Context: an optimization exercise on an open-source flow, tuned for small area, a short achievable clock period and few clock cycles per item. The choices shown serve that exercise and are no tape-out recipe.
Function was checked by simulation only, so behaviour that the tests miss may differ from the original.

### flow/design.v
module Sbox(
  input [3:0] in,
  output [3:0] out
);
  assign out[0] = (in == 4'h0) | (in == 4'h1) | (in == 4'h2) | (in == 4'h6) | (in == 4'h7) | (in == 4'h9) | (in == 4'hD) | (in == 4'hE);
  assign out[1] = (in == 4'h0) | (in == 4'h1) | (in == 4'h2) | (in == 4'h3) | (in == 4'h4) | (in == 4'h8) | (in == 4'h9) | (in == 4'hC);
  assign out[2] = (in == 4'h1) | (in == 4'h5) | (in == 4'h8) | (in == 4'h9) | (in == 4'hC) | (in == 4'hD) | (in == 4'hE) | (in == 4'hF);
  assign out[3] = (in == 4'h0) | (in == 4'h1) | (in == 4'h4) | (in == 4'h5) | (in == 4'h6) | (in == 4'hA) | (in == 4'hC) | (in == 4'hE);
endmodule
module InvSbox(
  input [3:0] in,
  output [3:0] out
);
  assign out[0] = (in == 4'h0) | (in == 4'h1) | (in == 4'h2) | (in == 4'h4) | (in == 4'h5) | (in == 4'h7) | (in == 4'hC) | (in == 4'hF);
  assign out[1] = (in == 4'h0) | (in == 4'h1) | (in == 4'h2) | (in == 4'h3) | (in == 4'h4) | (in == 4'h8) | (in == 4'h9) | (in == 4'hD);
  assign out[2] = (in == 4'h1) | (in == 4'h4) | (in == 4'h5) | (in == 4'h9) | (in == 4'hA) | (in == 4'hC) | (in == 4'hD) | (in == 4'hE);
  assign out[3] = (in == 4'h0) | (in == 4'h4) | (in == 4'h5) | (in == 4'h6) | (in == 4'h7) | (in == 4'h8) | (in == 4'hD) | (in == 4'hE);
endmodule
module MPrime(
  input [63:0] in,
  output [63:0] out
);
  wire p0 = in[63] ^ in[59] ^ in[55] ^ in[51];
  assign out[63] = p0 ^ in[63];
  assign out[59] = p0 ^ in[51];
  assign out[55] = p0 ^ in[55];
  assign out[51] = p0 ^ in[59];
  wire p1 = in[62] ^ in[58] ^ in[54] ^ in[50];
  assign out[62] = p1 ^ in[58];
  assign out[58] = p1 ^ in[62];
  assign out[54] = p1 ^ in[50];
  assign out[50] = p1 ^ in[54];
  wire p2 = in[61] ^ in[57] ^ in[53] ^ in[49];
  assign out[61] = p2 ^ in[53];
  assign out[57] = p2 ^ in[57];
  assign out[53] = p2 ^ in[61];
  assign out[49] = p2 ^ in[49];
  wire p3 = in[60] ^ in[56] ^ in[52] ^ in[48];
  assign out[60] = p3 ^ in[48];
  assign out[56] = p3 ^ in[52];
  assign out[52] = p3 ^ in[56];
  assign out[48] = p3 ^ in[60];
  wire p4 = in[47] ^ in[43] ^ in[39] ^ in[35];
  assign out[47] = p4 ^ in[35];
  assign out[43] = p4 ^ in[39];
  assign out[39] = p4 ^ in[43];
  assign out[35] = p4 ^ in[47];
  wire p5 = in[46] ^ in[42] ^ in[38] ^ in[34];
  assign out[46] = p5 ^ in[46];
  assign out[42] = p5 ^ in[34];
  assign out[38] = p5 ^ in[38];
  assign out[34] = p5 ^ in[42];
  wire p6 = in[45] ^ in[41] ^ in[37] ^ in[33];
  assign out[45] = p6 ^ in[41];
  assign out[41] = p6 ^ in[45];
  assign out[37] = p6 ^ in[33];
  assign out[33] = p6 ^ in[37];
  wire p7 = in[44] ^ in[40] ^ in[36] ^ in[32];
  assign out[44] = p7 ^ in[36];
  assign out[40] = p7 ^ in[40];
  assign out[36] = p7 ^ in[44];
  assign out[32] = p7 ^ in[32];
  wire p8 = in[31] ^ in[27] ^ in[23] ^ in[19];
  assign out[31] = p8 ^ in[19];
  assign out[27] = p8 ^ in[23];
  assign out[23] = p8 ^ in[27];
  assign out[19] = p8 ^ in[31];
  wire p9 = in[30] ^ in[26] ^ in[22] ^ in[18];
  assign out[30] = p9 ^ in[30];
  assign out[26] = p9 ^ in[18];
  assign out[22] = p9 ^ in[22];
  assign out[18] = p9 ^ in[26];
  wire p10 = in[29] ^ in[25] ^ in[21] ^ in[17];
  assign out[29] = p10 ^ in[25];
  assign out[25] = p10 ^ in[29];
  assign out[21] = p10 ^ in[17];
  assign out[17] = p10 ^ in[21];
  wire p11 = in[28] ^ in[24] ^ in[20] ^ in[16];
  assign out[28] = p11 ^ in[20];
  assign out[24] = p11 ^ in[24];
  assign out[20] = p11 ^ in[28];
  assign out[16] = p11 ^ in[16];
  wire p12 = in[15] ^ in[11] ^ in[7] ^ in[3];
  assign out[15] = p12 ^ in[15];
  assign out[11] = p12 ^ in[3];
  assign out[7] = p12 ^ in[7];
  assign out[3] = p12 ^ in[11];
  wire p13 = in[14] ^ in[10] ^ in[6] ^ in[2];
  assign out[14] = p13 ^ in[10];
  assign out[10] = p13 ^ in[14];
  assign out[6] = p13 ^ in[2];
  assign out[2] = p13 ^ in[6];
  wire p14 = in[13] ^ in[9] ^ in[5] ^ in[1];
  assign out[13] = p14 ^ in[5];
  assign out[9] = p14 ^ in[9];
  assign out[5] = p14 ^ in[13];
  assign out[1] = p14 ^ in[1];
  wire p15 = in[12] ^ in[8] ^ in[4] ^ in[0];
  assign out[12] = p15 ^ in[0];
  assign out[8] = p15 ^ in[4];
  assign out[4] = p15 ^ in[8];
  assign out[0] = p15 ^ in[12];
endmodule
module PrinceCore(
  input clk,
  input rst,
  input start,
  input en_de,
  input [63:0] data,
  input [127:0] key,
  output [63:0] out,
  output reg done
);
  reg idle, h, fwd, last;
  reg [2:0] m;
  reg [63:0] st;
  reg idle_n, h_n;
  reg [2:0] m_n;
  always @(*) begin
    idle_n = idle; h_n = h; m_n = m;
    if (rst) begin
      idle_n = 1'b1; h_n = 1'b0; m_n = 3'd0;
    end else if (idle) begin
      if (start) begin idle_n = 1'b0; m_n = 3'd1; end
    end else if (!h) begin
      if (m == 3'd5) h_n = 1'b1;
      else m_n = m + 3'd1;
    end else begin
      if (m == 3'd0) begin idle_n = 1'b1; h_n = 1'b0; end
      else m_n = m - 3'd1;
    end
  end
  wire [63:0] k0 = key[127:64];
  wire [63:0] k1 = key[63:0];
  wire [63:0] k0p = {k0[0], k0[63:2], k0[1] ^ k0[63]};
  wire use_k0 = (idle & en_de) | (last & ~en_de);
  wire use_k0p = (idle & ~en_de) | (last & en_de);
  wire [63:0] wk = ({64{use_k0}} & k0) | ({64{use_k0p}} & k0p);
  wire [63:0] alpha = 64'hc0ac29b7c97c50dd;
  reg [63:0] rct;
  always @(*) begin
    rct = 64'h0;
    if (m == 3'd1) rct = 64'h13198a2e03707344;
    if (m == 3'd2) rct = 64'ha4093822299f31d0;
    if (m == 3'd3) rct = 64'h082efa98ec4e6c89;
    if (m == 3'd4) rct = 64'h452821e638d01377;
    if (m == 3'd5) rct = 64'hbe5466cf34e90c6c;
  end
  wire ax = ~(h ^ en_de);
  wire [63:0] kk = k1 ^ rct ^ ({64{ax}} & alpha) ^ wk;
  wire [63:0] s1, a, mo, s2, b, x;
  genvar i;
  generate for (i = 0; i < 16; i = i + 1) begin : g
    Sbox s(.in(st[4*i+3:4*i]), .out(s1[4*i+3:4*i]));
    InvSbox si(.in(mo[4*i+3:4*i]), .out(s2[4*i+3:4*i]));
  end endgenerate
  wire [63:0] st_sri = {st[63:60], st[11:8], st[23:20], st[35:32], st[47:44], st[59:56], st[7:4], st[19:16], st[31:28], st[43:40], st[55:52], st[3:0], st[15:12], st[27:24], st[39:36], st[51:48]};
  assign a = fwd ? s1 : st_sri;
  MPrime mp(.in(a), .out(mo));
  wire [63:0] m_sr = {mo[63:60], mo[43:40], mo[23:20], mo[3:0], mo[47:44], mo[27:24], mo[7:4], mo[51:48], mo[31:28], mo[11:8], mo[55:52], mo[35:32], mo[15:12], mo[59:56], mo[39:36], mo[19:16]};
  assign b = h ? s2 : m_sr;
  assign x = idle ? data : b;
  always @(posedge clk) begin
    idle <= idle_n;
    h <= h_n;
    m <= m_n;
    fwd <= !idle_n && (!h_n || m_n == 3'd5);
    last <= !idle_n && h_n && m_n == 3'd0;
    if (rst) done <= 1'b0;
    else done <= last;
    st <= x ^ kk;
  end
  assign out = st;
endmodule
module prince_top(
  input [63:0] data,
  input [127:0] key,
  input en_de,
  input clk,
  input rst,
  input start,
  output [63:0] out,
  output done);
  PrinceCore core(.clk(clk), .rst(rst), .start(start), .en_de(en_de), .data(data), .key(key),
                  .out(out), .done(done));
endmodule
### flow/flow/run.sh
#!/bin/bash
# The standard layout, with the smallest plain buffer (buf_1) as the port buffer instead of
# the delay buffer that buffer_ports picks on its own. Every port still gets its buffer.
export BUFFER_PORTS_ARGS="-buffer_cell sky130_fd_sc_hd__buf_1"
bash standard.sh > standard.log 2>&1
### flow/standard.sh
#!/bin/bash
# synth_recipe.tcl (not shown) runs the flow's synth.tcl, then flattens the netlist and writes it again
# the make line also repeats each setting of config.mk as NAME=value (left out here)
make -C /OpenROAD-flow-scripts/flow DESIGN_CONFIG=/design/flow/config.mk WORK_HOME=/design/flow/orfs CLKGATE_MAP_FILE= SYNTH_SCRIPT=/design/flow/synth_recipe.tcl "${@:-finish}"
### flow/config.mk
export PLATFORM = sky130hd
export DESIGN_NAME = prince_top
export DESIGN_NICKNAME = prince_top
export VERILOG_FILES = /design/flow/design.v
export SDC_FILE = /design/flow/constraint.sdc
export NUM_CORES = 4
export LEC_CHECK = 0
export CAP_MARGIN = 20
export CORE_MARGIN = 2
export CORE_UTILIZATION = 40
export SETUP_SLACK_MARGIN = 3.0
export SLEW_MARGIN = 20
### flow/constraint.sdc
create_clock -name core_clock -period 5.5 [get_ports {clk}]
set_input_delay 1.1000 -clock core_clock [delete_from_list [all_inputs] [get_ports {clk}]]
set_output_delay 1.1000 -clock core_clock [all_outputs]
set_load 0.01 [all_outputs]
==> notes.md, run 1 <==
run status - no timing/DRC/antenna violations
Final GP Congestion - 0.9555
RSZ-0062 raised after global routing - yes
Req. time, crit path - 5.75 ns
Crit path buffers/inverters - 1
Crit path max-delay family - compound AO/OA/AOI/OAI gates
first-pass GRT wire length - 65140 microns
drt pass-1 iters - 7
reg2reg start - core.st[24]
Critical-path top delay cell - dfxtp_1
Hold Vio Cnt, Final - 0
critical setup path kind - flop to flop
final worst path period share - 49.47%
nets@finish - 1852
CTS sink count - 72
initial antenna violation count - 0
Final Max Tran Viols - 0
Reg2Reg Depth - 9
hold_sp - core.last
max layer used - met4
H-tree levels - 3
sequential fraction of the synthesis area - 14.27%
Slew @ Worst Pin - 1.090 ns
Worst Hold Class - flop to flop
number of max-cap violations - 0
vias in the first global route - 10540
Async SR Flop Fraction - 0%
synth warn - 1
Rows - 58
DP Wirelength - 32680 microns
Routed WL - 49300 microns
# diodes - 0
total number of vias - 12230
routed wl met3 - 5583 microns
Slew HR - 27.28%
Tot GR Track Use - 32.87%
slowest stage delay, CP - 0.46 ns
Synth Register Bits - 72
Worst R2R End - core.st[19]
total die area - 26530 sq um
syn_area_per_cell - 8.027 sq um
mean routed wirelength per cell - 24.84 microns
largest net degree at the start of global routing - 52
number of DRC markers in iteration 0 - 1252
Initial Util - 40.45%
area of the core - 24960 sq um
Core Util, Final - 60.79%
Mapped Cells - 1258
top_reg_cell synth - dfxtp_1
Unique masters post-synth - 94
CTS buffer count - 9
port bufs - 260
critical-path maximum fanout - 7
max frequency - 367.5 MHz
number of synthesized flops with an enable pin - 0
Startpoint Class - flop
final routed DRC violation total - 0
TNS Setup - 0 ns
Critical Path, Cell by Cell - a22oi_1 -> o21ai_0 -> a22oi_2 -> buf_4 -> xnor3_2 -> xor2_1 -> o22ai_1 -> a222oi_1 -> xnor2_1
Setup Skew - 0.01209 ns
hold endpoint - core.done
fin crit period - 2.721 ns
Post-Synthesis Cell Area - 10100 sq um
crit path DAT - 2.97 ns
final antenna-violating net count - 0
clk buf depth - 2
Final setup viols - 0
Die Wd - 162.9 microns
TritonCTS clock tree - done
worst skew pair latency - 0.37 ns
Top Ports - 261
P&R area growth vs syn - 50.27%
crit end category - flop
DIE HEIGHT - 162.9 microns
Root Driver - clkbuf_16
share of post-route cells with drive strength above 1 - 32.15%
metal2 WL - 22400 microns
Met1 Routed Length - 18870 microns
r2r setup slk - 2.78 ns
hold path cells - 1
syn nets - 1460
via/cell ratio - 6.160
grt ovf - 0
Reg clk slew, reported paths - 0.07 ns
## kinds of logic after synthesis
group                    after synthesis  share of synthesized area (%)
AO/OA/AOI/OAI                        486                          33.59
XOR/XNOR                             340                          34.02
adder cells (fa/ha/maj)                9                          1.066
buffers and inverters                116                          5.080
flip-flops                            72                          14.27
multiplexers                          14                          1.450
AND/OR/NAND/NOR                      221                          10.52
## stage by stage
step / cell area [sq um] / cells / hold slack (ns) / worst slack [ns]
2_1_floorplan: 10160 / 1258 / 0.4563 / 2.852
3_3_place_gp: 11260 / 1781 / 0.4970 / 1.882
3_5_place_dp: 11260 / 1781 / 0.4891 / 1.822
4_1_cts: 13200 / 1870 / 0.6191 / 2.887
5_1_grt: 15170 / 1985 / 0.6351 / 2.758
6_report: 15170 / 1985 / 0.6266 / 2.779
## final cells by class
cell class / count / area, sq um
Timing Repair Buffer: 448 / 2758
Tap cell: 330 / 412.9
Clock inverter: 6 / 66.31
Fill cell: 2199 / 9789
Sequential cell: 72 / 1541
Inverter: 42 / 173.9
Clock buffer: 10 / 250.2
Multi-Input combinational cell: 1077 / 9972
## state kept, by name (all words and copies together) (netlist names)
signal,flops
core.h,1
core.m,3
core.last,1
core.done,1
core.fwd,1
core.st,64
core.idle,1
## worst max-delay path by stage
stage                startpoint           to  cells after the start
finish              core.st[24]  core.st[19]                      9
global route           core.fwd  core.st[12]                     10
CTS                  core.st[1]   core.st[2]                      8
detailed placement        en_de  core.st[24]                      8
global placement          en_de  core.st[24]                      8
floorplan                 en_de  core.st[24]                      7
## metal layers
layer  vias up  global-route usage [%]
met5         -                       0
met1      5770                   44.08
met4         0                   11.30
met3       187                   5.348
met2       891                   53.60
li1       5379                       -
## cells in the mapped netlist (6+ instances only)
library cell / count / area (sq um)
a21boi_0: 15 / 112.6
a21oi_1: 85 / 425.4
a221oi_1: 13 / 113.9
a22oi_1: 88 / 660.6
a22oi_2: 6 / 75.07
a31oi_1: 18 / 112.6
buf_4: 7 / 52.55
buf_6: 6 / 67.56
clkbuf_1: 54 / 202.7
dfxtp_1: 72 / 1441
ha_1: 6 / 75.07
inv_1: 40 / 150.1
mux2i_1: 11 / 110.1
nand2_1: 62 / 232.7
nand2b_1: 16 / 100.1
nand3_1: 16 / 80.08
nor2_1: 59 / 221.5
nor2b_1: 21 / 131.4
nor3_1: 13 / 65.06
o211ai_1: 6 / 45.04
o21a_1: 6 / 45.04
o21ai_0: 85 / 425.4
o21ai_1: 23 / 115.1
o221ai_1: 18 / 157.7
o22ai_1: 36 / 225.2
xnor2_1: 226 / 1979
xnor2_2: 7 / 113.9
xnor3_1: 18 / 405.4
xor2_1: 77 / 674.4
xor3_1: 6 / 142.6
## repair_timing
| action | CTS | global route |
|---|---|---|
| gates resized for setup | 189 | 215 |
| pin swaps | 50 | 115 |
| gates cloned | 7 | 9 |
| setup buffers | 66 | 106 |
| hold endpoints to repair | 0 | 0 |
| setup endpoints to repair | 67 | 66 |
| hold buffers | 0 | 0 |
## placed cells by master (no fill, tap or decap), drive strengths merged, types with 16 or more instances in the layout
master and instances:
o21ai 111, nand2 62, nor2b 21, a22oi 94, o221ai 18, nand2b 16
a31oi 20, nand3 16, dfxtp 72, a21oi 85, buf 441, xnor3 19
xor2 86, inv 42, nor2 59, clkbuf 16, o22ai 37, xnor2 233
a21boi 20
Testbench counts, summed over its fixed seeds: cycles 28,808, items 2,400.
==> run 2: changes to the inputs <==
--- a/flow/config.mk
+++ b/flow/config.mk
@@ -9,4 +9,4 @@
 export CORE_MARGIN = 2
 export CORE_UTILIZATION = 40
-export SETUP_SLACK_MARGIN = 3.0
+export SETUP_SLACK_MARGIN = 2.75
 export SLEW_MARGIN = 20
==> run 2 against run 1 <==
Compared with the run above:
- first-iteration DRC count up 1.9%
- still clean on timing, DRC and antenna
- die area is the same
- clock skew decreased by 0.0033 ns
- utilization fell by 10 points
- global-route usage shrank 2.1 points
- setup slack got worse by 0.015 ns
- design area fell by 17%
- synthesized area stayed put
- largest cell class unchanged
==> notes.md, run 2 <==
Routed WL - 42650 microns (-14%)
top_reg_cell synth - dfxtp_1
Reg clk slew, reported paths - 0.06 ns (about the same)
number of synthesized flops with an enable pin - 0 (unchanged)
top cells by area, synth - xnor2_1 (20%), dfxtp_1 (14%), xor2_1 (6.7%), a22oi_1 (6.5%), a21oi_1 (4.2%)
clk buf depth - 2 (unchanged)
DP Wirelength - 32220 microns (-1.4%)
Final GP Congestion - 0.9332 (-2.3%)
crit path DAT - 3.02 ns (+0.05 ns)
port bufs - 260 (unchanged)
nets@finish - 1710 (-7.7%)
largest net degree at the start of global routing - 64 (+23%)
Initial Util - 40.45% (unchanged)
TNS Setup - 0 ns (unchanged)
final antenna-violating net count - 0 (unchanged)
Tot GR Track Use - 30.80% (-2.1 points)
drt pass-1 iters - 8 (+1)
number of DRC markers in iteration 0 - 1276 (+1.9%)
TritonCTS clock tree - done
Unique masters post-synth - 94 (unchanged)
final worst path period share - 49.74% (+0.26 points)
mean routed wirelength per cell - 23.16 microns (-6.7%)
Synth Register Bits - 72 (unchanged)
largest registers - core.st (64), core.m (3)
worst skew pair latency - 0.36 ns (about the same)
worst setup slack after layout - 2.765 ns (-0.01452 ns)
commonest non-fill, non-tap cell in the layout - buf_1
syn_area_per_cell - 8.027 sq um (unchanged)
crit end category - flop
Post-Synthesis Cell Area - 10100 sq um (unchanged)
Worst Hold Class - flop to flop
Post-synth top cells - xnor2_1 (226), a22oi_1 (88), a21oi_1 (85), o21ai_0 (85), xor2_1 (77)
Inst Count DP - 1784 (+0.17%)
final routed DRC violation total - 0 (unchanged)
total die area - 26530 sq um (unchanged)
Hold Vio Cnt, Final - 0 (unchanged)
total number of vias - 11060 (-9.5%)
H-tree levels - 3 (unchanged)
Post-Place Worst Slack - 1.829 ns (+0.006850 ns)
CTS buffer count - 9 (unchanged)
Met1 Routed Length - 17660 microns (-6.4%)
Top Ports - 261 (unchanged)
top-area cell type share of the netlist area - 19.60% (unchanged)
max layer used - met4
run status - no timing/DRC/antenna violations
initial antenna violation count - 0 (unchanged)
Die Wd - 162.9 microns (unchanged)
Req. time, crit path - 5.79 ns (+0.04 ns)
worst hold slack - 0.5285 ns (-0.09811 ns)
number of buffers inserted by hold repair at cts - 0 (unchanged)
post-route insts no fill - 1841 (-7.3%)
grt ovf - 0 (unchanged)
critical-path maximum fanout - 27 (+20)
commonest non-fill, non-tap cells in the layout - buf_1 (259), xnor2_1 (201), a21oi_1 (82)
first-pass GRT wire length - 61210 microns (-6.0%)
post-synth top area cell - xnor2_1
share of post-route cells with drive strength above 1 - 15.49% (-17 points)
Setup Skew - 0.008796 ns (-0.003295 ns)
Final setup viols - 0 (unchanged)
Startpoint Class - flop
max frequency - 365.6 MHz (-0.53%)
number of max-cap violations - 0 (unchanged)
Mapped Cells - 1258 (unchanged)
via/cell ratio - 6.008 (-2.5%)
synth warn - 1 (unchanged)
Slew HR - 20.22% (-7.1 points)
Final Max Tran Viols - 0 (unchanged)
P&R area growth vs syn - 24.79%
sequential fraction of the synthesis area - 14.27% (unchanged)
Root Driver - clkbuf_16
# diodes - 0 (unchanged)
Async SR Flop Fraction - 0% (unchanged)
routed wl met3 - 4467 microns (-20%)
Largest register FFs - 64 (unchanged)
DIE HEIGHT - 162.9 microns (unchanged)
RSZ-0062 raised after global routing - yes
CTS sink count - 72 (unchanged)
metal2 WL - 19550 microns (-13%)
critical setup path kind - flop to flop
syn nets - 1460 (unchanged)
Core Util, Final - 50.48% (-10 points)
fin crit period - 2.735 ns (+0.01452 ns)
Largest Register - core.st
area of the core - 24960 sq um (unchanged)
Slew @ Worst Pin - 1.195 ns (+0.1058 ns)
Rows - 58 (unchanged)
most common cell in the synthesized netlist - xnor2_1
vias in the first global route - 9988 (-5.3%)
[run 2: changes by cell type in the layout (fill, tap and decap cells not counted), moves of 13 or more]
cell	previous run	this run
buf_4	145	42
dfxtp_1	22	52
buf_6	25	5
dfxtp_2	35	16
xnor2_1	186	201
o21ai_0	67	81
xnor2_4	16	2
xor2_4	22	8
a21oi_1	69	82
[run 2: final cells by class]
cell class | instances | area [sq um]
Clock buffer | 13 | 250.2
Sequential cell | 72 | 1476
Timing Repair Buffer | 313 | 1474
Fill cell | 2492 | 12360
Inverter | 42 | 165.2
Clock inverter | 1 | 5.005
Tap cell | 330 | 412.9
Multi-Input combinational cell | 1070 | 8818
[run 2: path summary, 6_finish.rpt]
kind         startpoint     endpoint  slack [ns]  depth (start not counted)
min reg2reg   core.last    core.done        0.53                          1
max            core.fwd  core.st[12]        2.76                          9
min           core.last    core.done        0.53                          1
max reg2reg    core.fwd  core.st[12]        2.76                          9
[run 2: repair_timing]
action | 4_1_cts | 5_1_grt
gates cloned | 1 | 0
setup endpoints to repair | 65 | 60
pin swaps | 8 | 23
buffers inserted | 14 | 28
resized for setup | 67 | 82
[run 2: stage by stage]
stage	area, sq um
global route	12600
finish	12600
CTS	12010
detailed placement	11260
floorplan	10130
global placement	11260
[run 2: kinds of logic (layout without fill, tap and decap cells)]
group	Yosys count	in the layout	synth area share, %
muxes	14	14	1.450
adders and majority gates	9	9	1.066
AOI/OAI and AO/OA	486	486	33.59
xor gates and xnor gates	340	340	34.02
buffers and inverters	116	369	5.080
DFF	72	72	14.27
and+or+nand+nor	221	221	10.52
[run 2: worst max-delay path: stages (launching register included)]
cell and delay (ns):
dfxtp_4 0.47, buf_8 0.24, o221ai_1 0.14, o21ai_1 0.26
xor2_2 0.31, xnor2_1 0.24, mux2_1 0.34, a32o_1 0.27
o31ai_2 0.21, xnor2_1 0.14
[run 2: per-layer routing]
metal  up-vias  global-route usage [%]
met4         0                   9.010
met1      5203                   41.89
li1       5099                       -
met5         -                       0
met2       684                   49.73
met3        74                   5.679
==> run 3: changes to the inputs <==
--- a/flow/config.mk
+++ b/flow/config.mk
@@ -9,4 +9,6 @@
 export CORE_MARGIN = 2
 export CORE_UTILIZATION = 40
-export SETUP_SLACK_MARGIN = 2.75
+export CTS_BUF_LIST = sky130_fd_sc_hd__clkbuf_4 sky130_fd_sc_hd__clkbuf_8
+export CTS_CLUSTER_SIZE = 24
+export SETUP_SLACK_MARGIN = 2.6
 export SLEW_MARGIN = 20
==> run 3 against run 2 <==
Compared with the run above:
- synthesized area is the same
- non-clock buffer count is 30 lower
- wire length is 1.9% lower
- die area is the same
- first-iteration DRC count grew 1.1%
- synthesized cell count unchanged
- design area decreased by 4.1%
- critical path depth stayed put
- via count decreased by 2.3%
- sequential share of layout area grew 0.43 points
==> notes.md, run 3 <==
top-area cell type share of the netlist area - 19.60% (unchanged)
Final Max Tran Viols - 0 (unchanged)
TritonCTS clock tree - done
final worst path period share - 51.95% (+2.2 points)
critical setup path kind - flop to flop
DP Wirelength - 32290 microns (+0.22%)
CTS buffer count - 9 (unchanged)
Rows - 58 (unchanged)
Routed WL - 41850 microns (-1.9%)
number of synthesized flops with an enable pin - 0 (unchanged)
Unique masters post-synth - 94 (unchanged)
Async SR Flop Fraction - 0% (unchanged)
synth warn - 1 (unchanged)
Inst Count DP - 1784 (unchanged)
initial antenna violation count - 0 (unchanged)
mean routed wirelength per cell - 23.07 microns (-0.42%)
nets@finish - 1681 (-1.7%)
via/cell ratio - 5.958 (-0.82%)
DIE HEIGHT - 162.9 microns (unchanged)
vias in the first global route - 9554 (-4.3%)
Tot GR Track Use - 30.06% (-0.74 points)
share of post-route cells with drive strength above 1 - 11.66% (-3.8 points)
largest registers - core.st (64), core.m (3)
post-route insts no fill - 1814 (-1.5%)
syn_area_per_cell - 8.027 sq um (unchanged)
port bufs - 260 (unchanged)
number of DRC markers in iteration 0 - 1290 (+1.1%)
critical-path maximum fanout - 8 (-70%)
crit end category - flop
Final setup viols - 0 (unchanged)
Slew HR - 18.22% (-2.0 points)
first-pass GRT wire length - 59650 microns (-2.5%)
sequential fraction of the synthesis area - 14.27% (unchanged)
FF+latch area - 1468 sq um (-0.59%)
final routed DRC violation total - 0 (unchanged)
most common cell in the synthesized netlist - xnor2_1
Hold Vio Cnt, Final - 0 (unchanged)
Synth Register Bits - 72 (unchanged)
drt pass-1 iters - 6 (-2)
Setup Skew - 0.02727 ns (+0.01847 ns)
top_reg_cell synth - dfxtp_1
largest net degree at the start of global routing - 64 (unchanged)
total die area - 26530 sq um (unchanged)
Die Wd - 162.9 microns (unchanged)
Largest register FFs - 64 (unchanged)
grt ovf - 0 (unchanged)
CTS sink count - 72 (unchanged)
Mapped Cells - 1258 (unchanged)
Reg clk slew, reported paths - 0.11 ns (+0.05 ns)
commonest non-fill, non-tap cells in the layout - buf_1 (259), xnor2_1 (209), o21ai_0 (85), a21oi_1 (85), a22oi_1 (81)
total number of vias - 10810 (-2.3%)
worst skew pair latency - 0.40 ns (+0.04 ns)
top cells by area, synth - xnor2_1 (20%), dfxtp_1 (14%), xor2_1 (6.7%), a22oi_1 (6.5%), a21oi_1 (4.2%)
fill cell count - 2575 (+3.3%)
max frequency - 350.0 MHz (-4.3%)
final antenna-violating net count - 0 (unchanged)
number of max-cap violations - 0 (unchanged)
Root Driver - clkbuf_8
Post-synth top cells - xnor2_1 (226), a22oi_1 (88), a21oi_1 (85), o21ai_0 (85), xor2_1 (77)
commonest non-fill, non-tap cell in the layout - buf_1
area of the multi-input gates - 8641 sq um (-2.0%)
# diodes - 0 (unchanged)
fin crit period - 2.857 ns (+0.1215 ns)
Largest Register - core.st
TNS Setup - 0 ns (unchanged)
post-synth top area cell - xnor2_1
area of the core - 24960 sq um (unchanged)
clk buf depth - 2 (unchanged)
H-tree levels - 3 (unchanged)
Post-Synthesis Cell Area - 10100 sq um (unchanged)
Top Ports - 261 (unchanged)
Startpoint Class - flop
run status - no timing/DRC/antenna violations
crit path DAT - 3.15 ns (+0.13 ns)
Slew @ Worst Pin - 1.225 ns (+0.02994 ns)
Req. time, crit path - 5.79 ns (about the same)
Worst Hold Class - flop to flop
P&R area growth vs syn - 19.69%
Final GP Congestion - 0.9335 (about the same)
Initial Util - 40.45% (unchanged)
syn nets - 1460 (unchanged)
RSZ-0062 raised after global routing - yes
[run 3: cell counts after synthesis]
Identical to the previous run, type by type.
[run 3: final cells by class]
type / instances / area share, %
inverters: 42 / 1.346
flip-flops and latches: 72 / 12.14
well taps: 330 / 3.416
clock inverters: 7 / 0.5797
multi-input cells: 1071 / 71.49
repair buffers: 283 / 10.00
clock buffers: 9 / 1.025
[run 3: worst max-delay path: stages (launching register included)]
cell and delay [ns]:
dfxtp_1 0.54, inv_1 0.14, o21ai_0 0.32, a22oi_2 0.14
xnor2_1 0.37, xor2_2 0.30, inv_1 0.14, a22oi_2 0.19
mux2i_1 0.09, or4_1 0.51
[run 3: routing by layer]
layer | track usage (%) | wire, microns | vias up
met5 | 0 | 0 | -
li1 | - | - | 5029
met3 | 5.169 | 4018 | 49
met2 | 47.88 | 19000 | 605
met1 | 42.20 | 17940 | 5125
met4 | 7.321 | 888 | 0
[run 3: cell families (layout without fill, tap and decap cells)]
group	count (synthesis)	count (layout)	synth area share (%)
buffers and inverters	116	341	5.080
and+or+nand+nor	221	221	10.52
muxes	14	15	1.450
xor gates and xnor gates	340	340	34.02
DFF	72	72	14.27
AOI/OAI and AO/OA	486	486	33.59
adders and majority gates	9	9	1.066
[run 3: per-stage QoR]
| stage | hold WS, ns | util (%) | cell area (sq um) | setup slack, ns |
|---|---|---|---|---|
| floorplan | 0.4543 | - | 10100 | 2.692 |
| detailed placement | 0.4912 | 45.05 | 11250 | 1.844 |
| CTS | 0.5105 | 46.85 | 11700 | 2.521 |
| global route | 0.5615 | 48.42 | 12090 | 2.502 |
| finish | 0.5506 | 48.42 | 12090 | 2.643 |
| global placement | 0.4813 | 45.05 | 11250 | 1.932 |
[run 3: repair_timing]
action / in CTS / in global routing
setup buffers: 5 / 7
gates cloned: 0 / 2
pin swaps: 3 / 3
hold buffers: 0 / 0
gates resized for setup: 42 / 55
endpoints found under the setup margin: 64 / 58
[run 3: worst paths after layout]
path | cells after the start | slack (ns) | from | to
max | 9 | 2.64 | core.st[29] | core.st[24]
min | 1 | 0.55 | core.last | core.done
min reg2reg | 1 | 0.55 | core.last | core.done
max reg2reg | 9 | 2.64 | core.st[29] | core.st[24]
==> run 4: changes to the inputs <==
--- a/flow/config.mk
+++ b/flow/config.mk
@@ -8,7 +8,5 @@
 export CAP_MARGIN = 20
 export CORE_MARGIN = 2
-export CORE_UTILIZATION = 40
-export CTS_BUF_LIST = sky130_fd_sc_hd__clkbuf_4 sky130_fd_sc_hd__clkbuf_8
-export CTS_CLUSTER_SIZE = 24
+export CORE_UTILIZATION = 60
 export SETUP_SLACK_MARGIN = 2.6
 export SLEW_MARGIN = 20
==> run 4 against run 3 <==
Compared with the run above:
- still clean
- register-to-register slack got worse by 0.03 ns
- setup slack got worse by 0.034 ns
- final cell count decreased by 5.5%
- worst hold slack got worse by 0.024 ns
- sequential share of layout area about the same
- non-clock buffer count increased by 12
- synthesized area unchanged
- critical path depth unchanged
- first-iteration DRC count increased by 12%
- flip-flop and latch count unchanged
- maximum frequency decreased by 1.2%
- critical path type unchanged
- critical endpoint is now core.st[9]
- highest routed layer unchanged
==> notes.md, run 4 <==
Final GP Congestion - 0.9877 (+5.8%)
syn nets - 1460 (unchanged)
Core Util, Final - 72.55% (+24 points)
routed wl met3 - 4429 microns (+10%)
port bufs - 260 (unchanged)
Critical-path top delay cell - a22oi_1
TNS Setup - 0 ns (unchanged)
largest registers - core.st (64), core.m (3)
Hold Vio Cnt, Final - 0 (unchanged)
via/cell ratio - 6.529 (+9.6%)
top_reg_cell synth - dfxtp_1
Routed WL - 38650 microns (-7.6%)
Startpoint Class - flop
number of buffers inserted by hold repair at cts - 0 (unchanged)
metal2 WL - 17260 microns (-9.2%)
DIE HEIGHT - 133.7 microns (-18%)
nets@finish - 1693 (+0.71%)
initial antenna violation count - 0 (unchanged)
Req. time, crit path - 5.73 ns (-0.06 ns)
number of DRC markers in iteration 0 - 1450 (+12%)
fill cell count - 1386 (-46%)
mean routed wirelength per cell - 22.54 microns (-2.3%)
# diodes - 0 (unchanged)
Die Wd - 133.7 microns (-18%)
final antenna-violating net count - 0 (unchanged)
Final Max Tran Viols - 0 (unchanged)
Synth Register Bits - 72 (unchanged)
largest net degree at the start of global routing - 56 (-13%)
Slew @ Worst Pin - 0.9859 ns (-0.2394 ns)
Async SR Flop Fraction - 0% (unchanged)
Reg clk slew, reported paths - 0.06 ns (-0.05 ns)
RSZ-0062 raised after global routing - yes
commonest non-fill, non-tap cell in the layout - buf_1
drt pass-1 iters - 7 (+1)
worst skew pair latency - 0.35 ns (-0.05 ns)
clk buf depth - 2 (unchanged)
Rows - 47 (-19%)
DP Wirelength - 28710 microns (-11%)
commonest non-fill, non-tap cells in the layout - buf_1 (259), xnor2_1 (212), o21ai_0 (85)
number of synthesized flops with an enable pin - 0 (unchanged)
Largest Register - core.st
Slew HR - 34.03% (+16 points)
Worst Hold Class - flop to flop
Final setup viols - 0 (unchanged)
Initial Util - 61.11% (+21 points)
Top cell by count, worst path - xnor2_1
TritonCTS clock tree - done
Setup Skew - 0.007682 ns (-0.01958 ns)
top-area cell type share of the netlist area - 19.60% (unchanged)
crit end category - flop
Top Ports - 261 (unchanged)
max frequency - 345.9 MHz (-1.2%)
final worst path period share - 52.56% (+0.61 points)
grt ovf - 0 (unchanged)
Largest register FFs - 64 (unchanged)
fin crit period - 2.891 ns (+0.03382 ns)
final routed DRC violation total - 0 (unchanged)
Critical Path, Cell by Cell - buf_4 -> a21boi_0 -> a22oi_1 -> xnor2_2 -> xnor2_1 -> o21ai_0 -> a221oi_1 -> o22ai_1 -> xnor2_1
P&R area growth vs syn - 18.72%
Root Driver - clkbuf_16
critical setup path kind - flop to flop
first-pass GRT wire length - 55790 microns (-6.5%)
Mapped Cells - 1258 (unchanged)
CTS buffer count - 9 (unchanged)
most common cell in the synthesized netlist - xnor2_1
slowest stage delay, CP - 0.46 ns (-0.08 ns)
sequential fraction of the synthesis area - 14.27% (unchanged)
Post-Synthesis Cell Area - 10100 sq um (unchanged)
number of max-cap violations - 0 (unchanged)
total die area - 17890 sq um (-33%)
area of the core - 16520 sq um (-34%)
post-synth top area cell - xnor2_1
Tot GR Track Use - 41.00% (+11 points)
CTS sink count - 72 (unchanged)
Unique masters post-synth - 94 (unchanged)
synth warn - 1 (unchanged)
total number of vias - 11200 (+3.6%)
syn_area_per_cell - 8.027 sq um (unchanged)
top cells by area, synth - xnor2_1 (20%), dfxtp_1 (14%), xor2_1 (6.7%), a22oi_1 (6.5%), a21oi_1 (4.2%)
max layer used - met4
vias in the first global route - 9654 (+1.0%)
share of post-route cells with drive strength above 1 - 11.57% (-0.086 points)
critical-path maximum fanout - 11 (+3)
run status - no timing/DRC/antenna violations
H-tree levels - 3 (unchanged)
crit path DAT - 3.12 ns (-0.03 ns)
Post-synth top cells - xnor2_1 (226), a22oi_1 (88), a21oi_1 (85), o21ai_0 (85), xor2_1 (77)
Met1 Routed Length - 15270 microns (-15%)
[run 4: final timing paths]
kind	startpoint	to	slack [ns]	cells after the start
min	core.last	core.done	0.53	1
min reg2reg	core.last	core.done	0.53	1
max	core.fwd	core.st[9]	2.61	9
max reg2reg	core.fwd	core.st[9]	2.61	9
[run 4: cell type report]
| type | instances | area [sq um] | area share (%) |
|---|---|---|---|
| tap | 220 | 275.3 | 2.296 |
| inverter | 42 | 162.7 | 1.357 |
| timing repair buffer | 295 | 1289 | 10.75 |
| sequential | 72 | 1460 | 12.18 |
| clock buffer | 11 | 252.7 | 2.108 |
| multi-input combinational | 1071 | 8529 | 71.14 |
| clock inverter | 4 | 20.02 | 0.1670 |
[run 4: cells by family after synthesis]
| group | share of synthesized area, % |
|---|---|
| AOI/OAI and AO/OA | 33.59 |
| xor gates and xnor gates | 34.02 |
| adders and majority gates | 1.066 |
| buffers and inverters | 5.080 |
| DFF | 14.27 |
| muxes | 1.450 |
| and+or+nand+nor | 10.52 |
[run 4: critical path: cells and delay by family, from the launching register on]
kind | cells | cell delay [ns]
XOR/XNOR | 3 | 0.83
AO/OA/AOI/OAI | 5 | 1.27
buffers and inverters | 1 | 0.23
flip-flops | 1 | 0.42
[run 4: timing repair]
action                                  in CTS  in global routing
gates resized for setup                     30                 46
buffers inserted                             4                 20
cloned                                       0                  2
endpoints found under the setup margin      64                 52
pin swaps                                    2                  8
endpoints found under the hold margin        0                  0
[run 4: routing by layer]
metal | track usage, % | up-vias
li1 | - | 5057
met1 | 56.83 | 5235
met2 | 64.30 | 802
met3 | 5.556 | 104
met4 | 16.78 | 0
met5 | 0 | -
[run 4: stage by stage]
step	cells	instance area (sq um)	hold slack, ns	setup WS (ns)
after global placement	1674	11090	0.5072	2.092
after CTS	1693	11580	0.5204	2.576
final	1715	11990	0.5266	2.609
after floorplan	1258	10100	0.4543	2.692
after detailed placement	1674	11090	0.5009	1.975
after global routing	1715	11990	0.5304	2.514
==> run 5: changes to the inputs <==
--- a/flow/config.mk
+++ b/flow/config.mk
@@ -8,5 +8,6 @@
 export CAP_MARGIN = 20
 export CORE_MARGIN = 2
-export CORE_UTILIZATION = 60
+export CORE_UTILIZATION = 40
+export GPL_TIMING_DRIVEN = 1
 export SETUP_SLACK_MARGIN = 2.6
 export SLEW_MARGIN = 20
==> run 5 against run 4 <==
Compared with the run above:
- global-route usage down 11 points
- flip-flop and latch count is the same
- design area grew 2.0%
- wire length increased by 8.2%
- non-clock buffer count is 6 lower
- worst hold slack gained 0.017 ns
- die area up 48%
- highest routed layer unchanged
==> notes.md, run 5 <==
run status - no timing/DRC/antenna violations
CP Launch Point - core.st[17]
commonest non-fill, non-tap cell in the layout - buf_1
Post-synth top cells - xnor2_1 (226), a22oi_1 (88), a21oi_1 (85), o21ai_0 (85), xor2_1 (77)
Req. time, crit path - 5.74 ns (about the same)
largest registers - core.st (64), core.m (3)
Reg clk slew, reported paths - 0.07 ns (about the same)
r2r setup slk - 2.66 ns (+0.05 ns)
area of the core - 24960 sq um (+51%)
commonest non-fill, non-tap cells in the layout - buf_1 (259), xnor2_1 (209), o21ai_0 (85)
RSZ-0062 raised after global routing - yes
fin crit period - 2.843 ns (-0.04798 ns)
DIE HEIGHT - 162.9 microns (+22%)
critical-path maximum fanout - 9 (-2)
number of max-cap violations - 0 (unchanged)
post-synth top area cell - xnor2_1
fill cell count - 2567 (+85%)
Worst Hold Class - flop to flop
top cells by area, synth - xnor2_1 (20%), dfxtp_1 (14%), xor2_1 (6.7%), a22oi_1 (6.5%), a21oi_1 (4.2%)
hold_sp - core.last
first-pass GRT wire length - 60120 microns (+7.8%)
Final setup viols - 0 (unchanged)
nets@finish - 1687 (-0.35%)
Largest Register - core.st
Tot GR Track Use - 30.29% (-11 points)
syn nets - 1460 (unchanged)
mean routed wirelength per cell - 22.99 microns (+2.0%)
largest net degree at the start of global routing - 64 (+14%)
final worst path period share - 51.69% (-0.87 points)
total number of vias - 10890 (-2.8%)
Hold Vio Cnt, Final - 0 (unchanged)
synth warn - 1 (unchanged)
worst skew pair latency - 0.36 ns (about the same)
Startpoint Class - flop
top_reg_cell synth - dfxtp_1
area of the multi-input gates - 8635 sq um (+1.2%)
reg2reg start - core.st[17]
syn_area_per_cell - 8.027 sq um (unchanged)
Rows - 58 (+23%)
grt ovf - 0 (unchanged)
Async SR Flop Fraction - 0% (unchanged)
P&R area growth vs syn - 21.11%
Final GP Congestion - 0.9335 (-5.5%)
TNS Setup - 0 ns (unchanged)
crit end category - flop
port bufs - 260 (unchanged)
Mapped Cells - 1258 (unchanged)
share of post-route cells with drive strength above 1 - 12.15% (+0.58 points)
via/cell ratio - 5.984 (-8.4%)
Root Driver - clkbuf_16
clk buf depth - 2 (unchanged)
Setup Skew - 0.01683 ns (+0.009145 ns)
DP Wirelength - 32290 microns (+12%)
number of synthesized flops with an enable pin - 0 (unchanged)
number of DRC markers in iteration 0 - 1239 (-15%)
FF+latch area - 1466 sq um (+0.43%)
Initial Util - 40.45% (-21 points)
Unique masters post-synth - 94 (unchanged)
final antenna-violating net count - 0 (unchanged)
Core Util, Final - 48.99% (-24 points)
Top Ports - 261 (unchanged)
final routed DRC violation total - 0 (unchanged)
Final Max Tran Viols - 0 (unchanged)
Post-Place Worst Slack - 1.844 ns (-0.1311 ns)
TritonCTS clock tree - done
CTS sink count - 72 (unchanged)
most common cell in the synthesized netlist - xnor2_1
Die Wd - 162.9 microns (+22%)
Slew HR - 21.14% (-13 points)
CTS buffer count - 9 (unchanged)
Largest register FFs - 64 (unchanged)
max frequency - 351.8 MHz (+1.7%)
Synth Register Bits - 72 (unchanged)
# diodes - 0 (unchanged)
critical setup path kind - flop to flop
total die area - 26530 sq um (+48%)
vias in the first global route - 9592 (-0.64%)
initial antenna violation count - 0 (unchanged)
sequential fraction of the synthesis area - 14.27% (unchanged)
worst setup slack after layout - 2.657 ns (+0.04798 ns)
Post-Synthesis Cell Area - 10100 sq um (unchanged)
Routed WL - 41840 microns (+8.2%)
Slew @ Worst Pin - 1.182 ns (+0.1956 ns)
crit path DAT - 3.08 ns (-0.04 ns)
H-tree levels - 3 (unchanged)
drt pass-1 iters - 6 (-1)
top-area cell type share of the netlist area - 19.60% (unchanged)
[run 5: cell counts after synthesis]
No cell type changed its count.
[run 5: final timing paths]
kind | to | depth (start not counted)
worst max-delay path | core.st[24] | 9
worst min-delay path | core.done | 1
worst max register to register | core.st[24] | 9
worst min register to register | core.done | 1
[run 5: kinds of logic (layout without fill, tap and decap cells)]
group | after synthesis | after routing | share of synthesized area, %
and+or+nand+nor | 221 | 221 | 10.52
adders and majority gates | 9 | 9 | 1.066
buffers and inverters | 116 | 347 | 5.080
AOI/OAI and AO/OA | 486 | 486 | 33.59
xor gates and xnor gates | 340 | 340 | 34.02
muxes | 14 | 15 | 1.450
DFF | 72 | 72 | 14.27
[run 5: metrics by stage]
| step | instances | area, sq um | hold WS [ns] |
|---|---|---|---|
| 2_1_floorplan | 1258 | 10100 | 0.4543 |
| 3_3_place_gp | 1784 | 11250 | 0.4813 |
| 3_5_place_dp | 1784 | 11250 | 0.4912 |
| 4_1_cts | 1808 | 11820 | 0.5435 |
| 5_1_grt | 1820 | 12230 | 0.5565 |
| 6_report | 1820 | 12230 | 0.5439 |
[run 5: worst max-delay path: stages (launching register included)]
cell	delay, ns
dfxtp_2	0.50
mux2i_1	0.12
or2_1	0.25
a41oi_4	0.33
xnor2_2	0.22
xor2_2	0.31
xnor2_1	0.15
a22oi_2	0.23
mux2i_1	0.09
or4_1	0.52
[run 5: area by class of cell]
cell class / instances / area share, %
inverters: 42 / 1.330
multi-input cells: 1071 / 70.60
repair buffers: 289 / 10.29
flip-flops and latches: 72 / 11.99
clock buffers: 9 / 1.841
clock inverters: 7 / 0.5729
well taps: 330 / 3.376
[run 5: timing repair]
action | 4_1_cts | 5_1_grt
endpoints found under the setup margin | 64 | 58
gates cloned | 1 | 1
pin swaps | 3 | 7
buffers inserted | 7 | 11
resized for setup | 42 | 56
hold buffers | 0 | 0
[run 5: layer usage]
metal / global-route usage [%] / wire length [microns] / vias to the layer above
li1: - / - / 5055
met1: 42.27 / 17640 / 5131
met2: 48.00 / 18820 / 643
met3: 5.399 / 4266 / 61
met4: 8.246 / 1111 / 0
met5: 0 / 0 / -
==> run 6: changes to the inputs <==
--- a/flow/config.mk
+++ b/flow/config.mk
@@ -9,5 +9,6 @@
 export CORE_MARGIN = 2
 export CORE_UTILIZATION = 40
-export GPL_TIMING_DRIVEN = 1
+export CTS_BUF_LIST = sky130_fd_sc_hd__clkbuf_8
+export CTS_CLUSTER_SIZE = 16
 export SETUP_SLACK_MARGIN = 2.6
 export SLEW_MARGIN = 20
==> run 6 against run 5 <==
Compared with the run above:
- register-to-register slack barely moved
- largest cell class unchanged
- synthesized area stayed put
==> notes.md, run 6 <==
fill cell count - 2575 (+0.31%)
number of buffers inserted by hold repair at cts - 0 (unchanged)
Rows - 58 (unchanged)
syn_area_per_cell - 8.027 sq um (unchanged)
fin crit period - 2.857 ns (+0.01416 ns)
TNS Setup - 0 ns (unchanged)
Post-synth top cells - xnor2_1 (226), a22oi_1 (88), a21oi_1 (85), o21ai_0 (85), xor2_1 (77)
largest net degree at the start of global routing - 64 (unchanged)
synth warn - 1 (unchanged)
CP Launch Point - core.st[29]
via/cell ratio - 5.958 (-0.42%)
Die Wd - 162.9 microns (unchanged)
Reg clk slew, reported paths - 0.11 ns (+0.04 ns)
final routed DRC violation total - 0 (unchanged)
RSZ-0062 raised after global routing - yes
clk buf depth - 2 (unchanged)
Synth Register Bits - 72 (unchanged)
Final setup viols - 0 (unchanged)
max frequency - 350.0 MHz (-0.50%)
reg2reg start - core.st[29]
FF+latch area - 1468 sq um (about the same)
drt pass-1 iters - 6 (unchanged)
commonest non-fill, non-tap cell in the layout - buf_1
number of DRC markers in iteration 0 - 1290 (+4.1%)
post-synth top area cell - xnor2_1
Async SR Flop Fraction - 0% (unchanged)
commonest non-fill, non-tap cells in the layout - buf_1 (259), xnor2_1 (209), o21ai_0 (85), a21oi_1 (85), a22oi_1 (81)
crit end category - flop
initial antenna violation count - 0 (unchanged)
CTS sink count - 72 (unchanged)
most common cell in the synthesized netlist - xnor2_1
hold_sp - core.last
number of synthesized flops with an enable pin - 0 (unchanged)
P&R area growth vs syn - 19.69%
Root Driver - clkbuf_8
mean routed wirelength per cell - 23.07 microns (+0.35%)
nets@finish - 1681 (-0.36%)
vias in the first global route - 9554 (-0.40%)
Hold Vio Cnt, Final - 0 (unchanged)
Slew @ Worst Pin - 1.225 ns (+0.04373 ns)
syn nets - 1460 (unchanged)
Slew HR - 18.22% (-2.9 points)
top cells by area, synth - xnor2_1 (20%), dfxtp_1 (14%), xor2_1 (6.7%), a22oi_1 (6.5%), a21oi_1 (4.2%)
DP Wirelength - 32290 microns (unchanged)
Worst Hold Class - flop to flop
area of the core - 24960 sq um (unchanged)
H-tree levels - 3 (unchanged)
first-pass GRT wire length - 59650 microns (-0.78%)
CTS buffer count - 9 (unchanged)
final worst path period share - 51.95% (+0.26 points)
TritonCTS clock tree - done
Initial Util - 40.45% (unchanged)
area of the multi-input gates - 8641 sq um (about the same)
run status - no timing/DRC/antenna violations
total number of vias - 10810 (-0.75%)
crit path DAT - 3.15 ns (+0.07 ns)
Mapped Cells - 1258 (unchanged)
Routed WL - 41850 microns (about the same)
critical setup path kind - flop to flop
Largest Register - core.st
final antenna-violating net count - 0 (unchanged)
largest registers - core.st (64), core.m (3)
Inst Count DP - 1784 (unchanged)
critical-path maximum fanout - 8 (-1)
Startpoint Class - flop
top_reg_cell synth - dfxtp_1
worst skew pair latency - 0.40 ns (+0.04 ns)
Post-Synthesis Cell Area - 10100 sq um (unchanged)
top-area cell type share of the netlist area - 19.60% (unchanged)
number of max-cap violations - 0 (unchanged)
DIE HEIGHT - 162.9 microns (unchanged)
Unique masters post-synth - 94 (unchanged)
Req. time, crit path - 5.79 ns (+0.05 ns)
Final GP Congestion - 0.9335 (unchanged)
Tot GR Track Use - 30.06% (-0.23 points)
Top Ports - 261 (unchanged)
post-route insts no fill - 1814 (-0.33%)
port bufs - 260 (unchanged)
total die area - 26530 sq um (unchanged)
Largest register FFs - 64 (unchanged)
Final Max Tran Viols - 0 (unchanged)
sequential fraction of the synthesis area - 14.27% (unchanged)
# diodes - 0 (unchanged)
share of post-route cells with drive strength above 1 - 11.66% (-0.49 points)
grt ovf - 0 (unchanged)
Setup Skew - 0.02727 ns (+0.01044 ns)
run 6: worst paths after layout:
check	endpoint	slack, ns	depth (start not counted)
max	core.st[24]	2.64	9
min	core.done	0.55	1
max reg2reg	core.st[24]	2.64	9
min reg2reg	core.done	0.55	1
run 6: per-stage QoR:
stage	setup WS (ns)	hold WS [ns]	utilization [%]	instance area [sq um]
2_1_floorplan	2.692	0.4543	-	10100
3_3_place_gp	1.932	0.4813	45.05	11250
3_5_place_dp	1.844	0.4912	45.05	11250
4_1_cts	2.521	0.5105	46.85	11700
5_1_grt	2.502	0.5615	48.42	12090
6_report	2.643	0.5506	48.42	12090
run 6: kinds of logic after synthesis:
logic type                 count (synthesis)  share of synthesized area, %
xor gates and xnor gates                 340                         34.02
DFF                                       72                         14.27
buffers and inverters                    116                         5.080
adders and majority gates                  9                         1.066
and+or+nand+nor                          221                         10.52
AOI/OAI and AO/OA                        486                         33.59
muxes                                     14                         1.450
run 6: final cells by class:
cell class,instances,area share (%)
Sequential cell,72,12.14
Multi-Input combinational cell,1071,71.49
Clock buffer,9,1.025
Clock inverter,7,0.5797
Tap cell,330,3.416
Timing Repair Buffer,283,10.00
Inverter,42,1.346
run 6: worst max-delay path, cell delays in order (launching register included):
cell and delay, ns:
dfxtp_1 0.54, inv_1 0.14, o21ai_0 0.32, a22oi_2 0.14
xnor2_1 0.37, xor2_2 0.30, inv_1 0.14, a22oi_2 0.19
mux2i_1 0.09, or4_1 0.51
run 6: metal layers:
layer	vias to the layer above	track usage [%]	routed length [microns]
met5	-	0	0
met4	0	7.321	888
met3	49	5.169	4018
met2	605	47.88	19000
met1	5125	42.20	17940
li1	5029	-	-
run 6: repair_timing:
item / 4_1_cts / 5_1_grt
resized for setup: 42 / 55
endpoints found under the setup margin: 64 / 58
cloned: 0 / 2
pin swaps: 3 / 3
buffers inserted: 5 / 7
==> run 7: changes to the inputs <==
--- a/flow/config.mk
+++ b/flow/config.mk
@@ -9,6 +9,4 @@
 export CORE_MARGIN = 2
 export CORE_UTILIZATION = 40
-export CTS_BUF_LIST = sky130_fd_sc_hd__clkbuf_8
-export CTS_CLUSTER_SIZE = 16
-export SETUP_SLACK_MARGIN = 2.6
+export SETUP_SLACK_MARGIN = 2.7
 export SLEW_MARGIN = 20
==> run 7 against run 6 <==
Compared with the run above:
- sequential share of layout area down 0.34 points
- critical path depth unchanged
- design area increased by 3.9%
- final cell count rose by 1.3%
- register-to-register slack improved by 0.06 ns
- clock skew down 0.018 ns
- wire length grew 2.2%
- critical path type unchanged
- synthesized area did not move
- first-iteration DRC count is 13% lower
- synthesized cell count is the same
- non-clock buffer count increased by 24
==> notes.md, run 7 <==
Slew HR - 27.16% (+8.9 points)
RSZ-0062 raised after global routing - yes
critical setup path kind - flop to flop
worst skew pair latency - 0.34 ns (-0.06 ns)
Final setup viols - 0 (unchanged)
Synth Register Bits - 72 (unchanged)
CTS sink count - 72 (unchanged)
Worst Hold Class - flop to flop
P&R area growth vs syn - 24.33%
hold path cells - 1 (unchanged)
TritonCTS clock tree - done
largest registers - core.st (64), core.m (3)
total number of vias - 10910 (+0.97%)
Design Area, Final - 12560 sq um (+3.9%)
# diodes - 0 (unchanged)
r2r setup slk - 2.70 ns (+0.06 ns)
top cells by area, synth - xnor2_1 (20%), dfxtp_1 (14%), xor2_1 (6.7%), a22oi_1 (6.5%), a21oi_1 (4.2%)
post-route insts no fill - 1837 (+1.3%)
hold endpoint - core.done
critical-path maximum fanout - 15 (+7)
Initial Util - 40.45% (unchanged)
hold_sp - core.last
run status - no timing/DRC/antenna violations
synth warn - 1 (unchanged)
Routed WL - 42780 microns (+2.2%)
max frequency - 357.2 MHz (+2.0%)
Slew @ Worst Pin - 1.091 ns (-0.1339 ns)
Top cell by count, worst path - xor2_4
slowest stage delay, CP - 0.53 ns (about the same)
top_reg_cell synth - dfxtp_1
reg2reg start - core.fwd
top-area cell type share of the netlist area - 19.60% (unchanged)
Tot GR Track Use - 30.42% (+0.36 points)
largest net degree at the start of global routing - 61 (-4.7%)
via/cell ratio - 5.941 (-0.29%)
grt ovf - 0 (unchanged)
Worst R2R End - core.st[24]
sequential fraction of the synthesis area - 14.27% (unchanged)
share of post-route cells with drive strength above 1 - 14.27% (+2.6 points)
final routed DRC violation total - 0 (unchanged)
Final GP Congestion - 0.9487 (+1.6%)
Rows - 58 (unchanged)
fin crit period - 2.800 ns (-0.05734 ns)
Critical-path top delay cell - or4_1
Inst Count DP - 1783 (-0.056%)
number of max-cap violations - 0 (unchanged)
Largest Register - core.st
Reg2Reg Depth - 9 (unchanged)
Async SR Flop Fraction - 0% (unchanged)
final antenna-violating net count - 0 (unchanged)
DIE HEIGHT - 162.9 microns (unchanged)
Unique masters post-synth - 94 (unchanged)
commonest non-fill, non-tap cell in the layout - buf_1
post-synth top area cell - xnor2_1
crit path DAT - 3.01 ns (-0.14 ns)
commonest non-fill, non-tap cells in the layout - buf_1 (259), xnor2_1 (206), o21ai_0 (84), a21oi_1 (84), a22oi_1 (76)
initial antenna violation count - 0 (unchanged)
most common cell in the synthesized netlist - xnor2_1
Req. time, crit path - 5.71 ns (-0.08 ns)
port bufs - 260 (unchanged)
area of the core - 24960 sq um (unchanged)
Hold Vio Cnt, Final - 0 (unchanged)
crit end category - flop
number of buffers inserted by hold repair at cts - 0 (unchanged)
syn_area_per_cell - 8.027 sq um (unchanged)
Setup Skew - 0.008946 ns (-0.01832 ns)
Critical Path, Cell by Cell - buf_16 -> nand2b_1 -> a32oi_4 -> xor2_4 -> xor2_4 -> xnor2_1 -> a22oi_2 -> mux2i_1 -> or4_1
number of synthesized flops with an enable pin - 0 (unchanged)
mean routed wirelength per cell - 23.29 microns (+0.96%)
Post-synth top cells - xnor2_1 (226), a22oi_1 (88), a21oi_1 (85), o21ai_0 (85), xor2_1 (77)
syn nets - 1460 (unchanged)
final worst path period share - 50.90% (-1.0 points)
Root Driver - clkbuf_16
nets@finish - 1705 (+1.4%)
Top Ports - 261 (unchanged)
drt pass-1 iters - 6 (unchanged)
H-tree levels - 3 (unchanged)
number of DRC markers in iteration 0 - 1126 (-13%)
area post-placement - 11240 sq um (about the same)
Largest register FFs - 64 (unchanged)
TNS Setup - 0 ns (unchanged)
worst hold slack - 0.5487 ns (-0.001902 ns)
DP Wirelength - 32400 microns (+0.37%)
Startpoint Class - flop
vias in the first global route - 9800 (+2.6%)
total die area - 26530 sq um (unchanged)
first-pass GRT wire length - 60660 microns (+1.7%)
Reg clk slew, reported paths - 0.06 ns (-0.05 ns)
Die Wd - 162.9 microns (unchanged)
Mapped Cells - 1258 (unchanged)
clk buf depth - 2 (unchanged)
CTS buffer count - 9 (unchanged)
Final Max Tran Viols - 0 (unchanged)
Post-Synthesis Cell Area - 10100 sq um (unchanged)
-- run 7: cell counts after synthesis --
No cell type changed its count.
-- run 7: logic make-up after synthesis --
logic type / synth area share, %
xor gates and xnor gates: 34.02
adders and majority gates: 1.066
AOI/OAI and AO/OA: 33.59
and+or+nand+nor: 10.52
buffers and inverters: 5.080
DFF: 14.27
muxes: 1.450
-- run 7: area by class of cell --
cell class / instances / area [sq um]
Fill cell: 2524 / 12410
Multi-Input combinational cell: 1071 / 8812
Sequential cell: 72 / 1481
Timing Repair Buffer: 307 / 1416
Tap cell: 330 / 412.9
Clock buffer: 15 / 267.8
Inverter: 42 / 165.2
-- run 7: worst max path at each step --
stage,slack [ns],to,from
floorplan,2.72,core.st[24],en_de
global route,2.63,core.st[24],core.fwd
CTS,2.56,core.st[4],core.fwd
global placement,1.83,core.st[24],en_de
finish,2.70,core.st[24],core.fwd
detailed placement,1.72,core.st[24],core.fwd
-- run 7: stage by stage --
stage	setup WS [ns]	util (%)
final	2.700	50.30
after CTS	2.564	47.54
after floorplan	2.718	-
after detailed placement	1.719	45.01
after global placement	1.831	45.01
after global routing	2.629	50.30
-- run 7: metal layers --
| metal | share of wire [%] | track usage (%) |
|---|---|---|
| met1 | 42 | 42.14 |
| met2 | 44 | 47.21 |
| met3 | 10 | 5.526 |
| met5 | 0 | 0 |
| met4 | 3.9 | 11.02 |
-- run 7: repair_timing --
| action | in CTS | in global routing |
|---|---|---|
| hold endpoints to repair | 0 | 0 |
| endpoints found under the setup margin | 64 | 60 |
| setup buffers | 3 | 33 |
| resized for setup | 57 | 77 |
| cloned | 1 | 2 |
| pin swaps | 2 | 16 |
-- run 7: critical path, delay by kind of cell, from the launching register on --
family / cells / cell delay [ns]
AOI/OAI and AO/OA: 2 / 0.43
muxes: 1 / 0.12
DFF: 1 / 0.49
xor gates and xnor gates: 3 / 0.78
and+or+nand+nor: 2 / 0.66
buffers and inverters: 1 / 0.20
==> run 8: changes to the inputs <==
--- a/flow/config.mk
+++ b/flow/config.mk
@@ -9,4 +9,5 @@
 export CORE_MARGIN = 2
 export CORE_UTILIZATION = 40
-export SETUP_SLACK_MARGIN = 2.7
+export PLACE_DENSITY = 0.75
+export SETUP_SLACK_MARGIN = 2.6
 export SLEW_MARGIN = 20
==> run 8 against run 7 <==
Compared with the run above:
- non-clock buffer count shrank 27
- critical path type is now input port to flop
- worst hold slack lost 0.021 ns
- wire length shrank 3.6%
- highest routed layer unchanged
- maximum frequency shrank 6.0%
- sequential share of layout area grew 0.17 points
- critical endpoint unchanged
==> notes.md, run 8 <==
DIE HEIGHT - 162.9 microns (unchanged)
commonest non-fill, non-tap cell in the layout - buf_1
Design Area, Final - 12130 sq um (-3.4%)
post-synth top area cell - xnor2_1
run status - no timing/DRC/antenna violations
Critical-path top delay cell - or4_1
hold endpoint - core.done
clk buf depth - 2 (unchanged)
crit path DAT - 3.21 ns (+0.20 ns)
total number of vias - 11000 (+0.77%)
Slew @ Worst Pin - 0.7767 ns (-0.3147 ns)
Setup Skew - 0.009317 ns (+0.0003709 ns)
final routed DRC violation total - 0 (unchanged)
synth warn - 1 (unchanged)
DP Wirelength - 32040 microns (-1.1%)
Worst Hold Class - flop to flop
top-area cell type share of the netlist area - 19.60% (unchanged)
TNS Setup - 0 ns (unchanged)
slowest stage delay, CP - 0.51 ns (-0.02 ns)
CTS sink count - 72 (unchanged)
largest registers - core.st (64), core.m (3)
area of the core - 24960 sq um (unchanged)
Reg clk slew, reported paths - 0.07 ns (about the same)
Die Wd - 162.9 microns (unchanged)
Inst Count DP - 1786 (+0.17%)
Crit path buffers/inverters - 2 (+1)
Synth Register Bits - 72 (unchanged)
Hold Vio Cnt, Final - 0 (unchanged)
Tot GR Track Use - 29.59% (-0.84 points)
number of max-cap violations - 0 (unchanged)
number of synthesized flops with an enable pin - 0 (unchanged)
share of post-route cells with drive strength above 1 - 10.68% (-3.6 points)
max frequency - 335.8 MHz (-6.0%)
Slew HR - 47.85% (+21 points)
Routed WL - 41220 microns (-3.6%)
Startpoint Class - input port
Unique masters post-synth - 94 (unchanged)
Top Ports - 261 (unchanged)
CTS buffer count - 9 (unchanged)
commonest non-fill, non-tap cells in the layout - buf_1 (259), xnor2_1 (210), o21ai_0 (85), a21oi_1 (85), a22oi_1 (82)
vias in the first global route - 9706 (-0.96%)
nets@finish - 1677 (-1.6%)
hold_sp - core.last
first-pass GRT wire length - 59200 microns (-2.4%)
Post-synth top cells - xnor2_1 (226), a22oi_1 (88), a21oi_1 (85), o21ai_0 (85), xor2_1 (77)
run 8: timing repair:
| item | 4_1_cts | 5_1_grt |
|---|---|---|
| setup buffers | 0 | 7 |
| pin swaps | 0 | 4 |
| gates resized for setup | 19 | 58 |
| endpoints found under the setup margin | 49 | 49 |
| hold buffers | 0 | 0 |
| cloned | 0 | 1 |
run 8: worst reg2reg max path, stage by stage, from the launching register on:
cell	delay, ns
dfxtp_2	0.47
buf_8	0.30
a21boi_0	0.26
a22oi_2	0.16
xnor2_2	0.27
buf_4	0.19
xor2_4	0.26
mux2_1	0.36
a32o_1	0.27
o31ai_2	0.21
xnor2_1	0.09
run 8: worst max-delay path by stage:
stage	cells past startpoint	to	startpoint	slack (ns)
3_3_place_gp	9	core.st[24]	en_de	1.86
5_1_grt	9	core.st[24]	en_de	2.40
2_1_floorplan	7	core.st[24]	en_de	2.69
6_report	9	core.st[24]	en_de	2.52
3_5_place_dp	9	core.st[24]	en_de	1.82
4_1_cts	9	core.st[24]	en_de	2.43
run 8: kinds of logic (layout without fill, tap and decap cells):
family | count (synthesis) | in the layout | share of synthesized area, %
compound gates | 486 | 486 | 33.59
simple gates | 221 | 221 | 10.52
buf+inv | 116 | 338 | 5.080
fa+ha+maj | 9 | 9 | 1.066
xor+xnor | 340 | 340 | 34.02
mux | 14 | 14 | 1.450
flops | 72 | 72 | 14.27
run 8: metrics by stage:
stage                     util [%]  worst slack [ns]
final                        48.61             2.522
after global routing         48.61             2.399
after CTS                    46.98             2.431
after detailed placement     45.10             1.818
after global placement       45.10             1.865
after floorplan                  -             2.692
run 8: layout make-up:
cell class / count / area, sq um
Inverter: 42 / 162.7
Fill cell: 2412 / 12830
Sequential cell: 72 / 1453
Timing Repair Buffer: 280 / 1169
Clock buffer: 11 / 242.7
Tap cell: 330 / 412.9
Clock inverter: 5 / 127.6
Multi-Input combinational cell: 1070 / 8567
run 8: metal layers:
metal / share of wire [%] / wire, microns / track usage (%)
met1: 41 / 16830 / 39.81
met2: 44 / 18150 / 46.80
met3: 11 / 4539 / 5.780
met4: 4.1 / 1710 / 11.18
met5: 0 / 0 / 0

## re-timing with driven ports
No port has a modelled driver above. Below, the same layouts with a new extraction and two added sets of constraints.
Step 1 sets driving cells, clkbuf_16 on the clock port and buf_2 on the other inputs (assumed; they add their load-dependent delay and slew).
Step 2 times the ports against the registers' clock, not the clock port: input delays grow and output delays shrink by t, the midpoint of the rising clock arrivals with the driver on.
Three values: ideal ports, drivers, drivers and shift; two values: the first two.
| run | t, ns | setup WS [ns] | worst setup path after step 2 | worst slew at a driven data input, ns |
|---|---|---|---|---|
| run 1 | 0.409 | 2.779 / 2.779 / 2.534 | input to register | 0.05 |
| run 2 | 0.401 | 2.765 / 2.765 / 2.442 | input to register | 0.06 |
| run 3 | 0.436 | 2.643 / 2.643 / 2.365 | input to register | 0.06 |
| run 4 | 0.397 | 2.609 / 2.609 / 2.294 | input to register | 0.05 |
| run 5 | 0.406 | 2.657 / 2.657 / 2.373 | input to register | 0.07 |
| run 6 | 0.436 | 2.643 / 2.643 / 2.365 | input to register | 0.06 |
| run 7 | 0.393 | 2.700 / 2.700 / 2.326 | input to register | 0.07 |
| run 8 | 0.406 | 2.522 / 2.551 / 2.145 | input to register | 0.05 |
After both steps every run listed still meets setup and hold. The setup slack of run 8, which loses most, moves by +0.029 ns with the drivers and by -0.377 ns with both steps.
